From an optimization exercise on the open Yosys and OpenROAD flow, aimed at small area; shortcuts taken in it are not production practice.
Function was checked by simulation only, so behaviour that the tests miss may differ from the original.
Power and IR drop assume default switching activity.

// gyn_datapath
module gyn_datapath(
	input clk,
	input reset,
	input [1:0] thread_num,
	input [8:0] instrMem_addr,
	input [31:0] instrMemOut,
	input [71:0] dMemOut,
	output [7:0] dMemAddr,
	output [71:0] dMemIn,
	output dMem_wena,
	output PCsel,
	output [8:0]  jump_address,
	output regfile_wena,
	output [1:0] regfile_wthread,
	output [3:0] regfile_waddr,
	output [71:0] regfile_wdata
);
	reg [1:0] thr1;
	reg [8:0] link1;
	always @(posedge clk) begin
		if (reset) begin
			thr1 <= 2'd0;
			link1 <= 9'd0;
		end else begin
			thr1 <= thread_num;
			link1 <= instrMem_addr;
		end
	end
	wire c_sub, c_arith, c_lg, c_lp, c_shr, c_seq, c_sne, c_slt;
	wire alusrc2, memtoreg2, memWrite2, regWrite2, branch2, jump2, jal2;
	wire is_jal1;
	controller ctrller(
		.clk(clk), .opcode(instrMemOut[31:26]),
		.c_sub(c_sub), .c_arith(c_arith), .c_lg(c_lg), .c_lp(c_lp),
		.c_shr(c_shr), .c_seq(c_seq), .c_sne(c_sne), .c_slt(c_slt),
  ...
Size in the first run: about 6,600 cells after synthesis, about 2,400 flip-flops, about 290 I/O pins, roughly 99,000 sq um of cells after synthesis.
Settings: LEC_CHECK=0, CAP_MARGIN=20, CORE_MARGIN=2, CORE_UTILIZATION=60, CTS_BUF_LIST=sky130_fd_sc_hd__clkbuf_8, CTS_CLUSTER_DIAMETER=50, CTS_CLUSTER_SIZE=16, GPL_ROUTABILITY_DRIVEN=1, PLACE_DENSITY=0.68, SLEW_MARGIN=20, SYNTH_HIERARCHICAL=1, SYNTH_MINIMUM_KEEP_SIZE=0; clock period 7.0 ns.
standard.sh (not shown) runs the stock make flow with config.mk's settings and CLKGATE_MAP_FILE= SYNTH_SCRIPT=/design/flow/synth_recipe.tcl, a recipe that flattens the netlist after the stock synthesis.
==> flow/flow/run.sh <==
#!/bin/bash
# The standard layout (standard.sh: standard synthesis and ORFS flow), with two changes:
#  - port buffers are the smallest buffer cell, sky130_fd_sc_hd__buf_1;
#  - clock tree synthesis inserts no dummy loads.
# make's full output goes to standard.log; ORFS writes each step's log under orfs/logs/.
set -euo pipefail
export BUFFER_PORTS_ARGS="-buffer_cell sky130_fd_sc_hd__buf_1"
export CTS_ARGS="-sink_clustering_enable -repair_clock_nets -dont_use_dummy_load -buf_list sky130_fd_sc_hd__clkbuf_8 -sink_clustering_size 16 -sink_clustering_max_diameter 50"
bash standard.sh finish > standard.log 2>&1
The baseline finished with timing, DRC and antenna clean.
Edit:
CORE_UTILIZATION = 80   (was 60)
PLACE_DENSITY = 0.87   (was 0.68)
Combinational power falls by about 3%.
Design area falls by 1.4%.
Die area falls by 25%.
Edit:
==> flow/run.sh (new file) <==
#!/bin/bash
# synth_recipe.tcl (not shown) runs the flow's synth.tcl, then flattens the netlist and writes it again
# the make line also repeats each setting of config.mk as NAME=value (left out here)
make -C /OpenROAD-flow-scripts/flow DESIGN_CONFIG=/design/flow/config.mk WORK_HOME=/design/flow/orfs CLKGATE_MAP_FILE= SYNTH_SCRIPT=/design/flow/synth_recipe.tcl finish
CORE_UTILIZATION = 60   (was 80)
PLACE_DENSITY = 0.68   (was 0.87)
removed: flow/flow/run.sh
removed: flow/standard.sh
Fmax rises by a few percent.
Total power rises by a few percent.
Cell area rises by a few percent.
Worst hold slack stays flat.
Die area rises by a quarter to a third.
Combinational power rises by about a fifth.
Edit:
==> flow/flow/run.sh (new file) <==
#!/bin/bash
# The standard layout (standard.sh: standard synthesis and ORFS flow), with two changes:
#  - port buffers are the smallest buffer cell, sky130_fd_sc_hd__buf_1;
#  - clock tree synthesis inserts no dummy loads.
# make's full output goes to standard.log; ORFS writes each step's log under orfs/logs/.
set -euo pipefail
export BUFFER_PORTS_ARGS="-buffer_cell sky130_fd_sc_hd__buf_1"
export CTS_ARGS="-sink_clustering_enable -repair_clock_nets -dont_use_dummy_load -buf_list sky130_fd_sc_hd__clkbuf_8 -sink_clustering_size 16 -sink_clustering_max_diameter 50"
bash standard.sh finish > standard.log 2>&1
==> flow/standard.sh (new file) <==
#!/bin/bash
# synth_recipe.tcl (not shown) runs the flow's synth.tcl, then flattens the netlist and writes it again
# the make line also repeats each setting of config.mk as NAME=value (left out here)
make -C /OpenROAD-flow-scripts/flow DESIGN_CONFIG=/design/flow/config.mk WORK_HOME=/design/flow/orfs CLKGATE_MAP_FILE= SYNTH_SCRIPT=/design/flow/synth_recipe.tcl "${@:-finish}"
CORE_UTILIZATION = 70   (was 60)
PLACE_DENSITY = 0.78   (was 0.68)
removed: flow/run.sh
Result: Routed wire length fell by about 2.7%. First-iteration DRC count rose by 13%. Cell count fell by about 5.6%. Worst setup slack degrades by 0.13 ns. Critical path depth fell by 1. Core utilization rose by 7.9 points. Die area fell by 14%. Count of clock-buffer cells in the layout fell by 21. Flip-flop and latch count is unchanged.


Setup of harbor:
gyn_datapath, a different RTL version from the one above (not shown whole).
Size in the first run: ~2400 flip-flops, roughly 290 I/O pins, ~97000 um2 of cells after synthesis.
export LEC_CHECK = 0
export CAP_MARGIN = 10
export CORE_MARGIN = 2
export CORE_UTILIZATION = 62
export CTS_BUF_LIST = sky130_fd_sc_hd__clkbuf_8
export CTS_CLUSTER_DIAMETER = 50
export CTS_CLUSTER_SIZE = 16
export GPL_ROUTABILITY_DRIVEN = 1
export PLACE_DENSITY = 0.7
export SLEW_MARGIN = 10
export SYNTH_HIERARCHICAL = 1
export SYNTH_MINIMUM_KEEP_SIZE = 0
create_clock -name core_clock -period 7.0 [get_ports {clk}]
==> flow/flow/run.sh <==
#!/bin/bash
# The standard layout (standard.sh: standard synthesis and ORFS flow), with two changes:
#  - port buffers are the smallest buffer cell, sky130_fd_sc_hd__buf_1;
#  - clock tree synthesis inserts no dummy loads.
# make's full output goes to standard.log; ORFS writes each step's log under orfs/logs/.
set -euo pipefail
export BUFFER_PORTS_ARGS="-buffer_cell sky130_fd_sc_hd__buf_1"
export CTS_ARGS="-sink_clustering_enable -repair_clock_nets -dont_use_dummy_load -buf_list sky130_fd_sc_hd__clkbuf_8 -sink_clustering_size 16 -sink_clustering_max_diameter 50"
bash standard.sh finish > standard.log 2>&1
Input-level comparison between quartz and harbor:
diff --git a/flow/config.mk b/flow/config.mk
--- a/flow/config.mk
+++ b/flow/config.mk
@@ -10 +10 @@
-export CORE_UTILIZATION = 62
+export CORE_UTILIZATION = 70
@@ -15 +15 @@
-export PLACE_DENSITY = 0.7
+export PLACE_DENSITY = 0.78
quartz had finished all stages when the layout checks came back failing, citing setup timing.
Cmp quartz vs harbor: fraction of power consumed by sequential logic higher in quartz
Summary of quartz over harbor: routing usage on met2 grew by 7.9 points, via count rose by about 3%, number of setup violations in the final report saw an increase, clock skew went up 17 ps, global-route met1 utilization increased 4.1 points.
Last element of the critical path: Z3[0] -> harbor, Z3[53] -> quartz
Comparing quartz and harbor, the lower post-route clock period utilization was measured on harbor.
Input-level comparison between zinc and quartz:
diff --git a/flow/config.mk b/flow/config.mk
--- a/flow/config.mk
+++ b/flow/config.mk
@@ -10 +10 @@
-export CORE_UTILIZATION = 70
+export CORE_UTILIZATION = 66
@@ -15 +15,2 @@
-export PLACE_DENSITY = 0.78
+export PLACE_DENSITY = 0.74
+export SETUP_SLACK_MARGIN = 0.3
Results
zinc finished all stages; the layout is clean. There was hardly any difference in clock latency at the later pin of the worst-skew pair between zinc and quartz. In zinc the aggregate routed wire length turned out 7500 um lower than in quartz. Setup WNS quartz -> zinc: better.

[separate check: timing with driven ports]
The results above use ideal ports. As a check the final layouts listed here were re-extracted and re-timed, cells and wires unchanged.
Step 1 assumes that a clkbuf_16 drives the clock port and a buf_2 every other input.
Step 2 moves the port delays by t, midway between the first and last clock arrival at a register: inputs arrive t later, outputs are due t later. That takes back most of the time a late clock gives input paths.
Three values: ideal ports, drivers, drivers and shift; two values: the first two.
run | shift t [ns] | setup WS [ns] | worst setup path after step 2 | worst data-port slew with drivers (ns)
the first run of note 1 | 1.081 | 0.488 / 0.488 / 0.488 | register to register | 0.18
the second run of note 1 | 1.028 | 0.624 / 0.624 / 0.624 | register to register | 0.19
the third run of note 1 | 1.086 | 0.868 / 0.868 / 0.868 | register to register | 0.20
the fourth run of note 1 | 0.977 | 0.738 / 0.738 / 0.738 | register to register | 0.21
harbor | 1.035 | 0.251 / 0.251 / 0.251 | register to register | 0.10
quartz | 1.001 | -0.059 / -0.059 / -0.059 | register to register | 0.08
zinc | 1.020 | 0.365 / 0.365 / 0.365 | register to register | 0.10
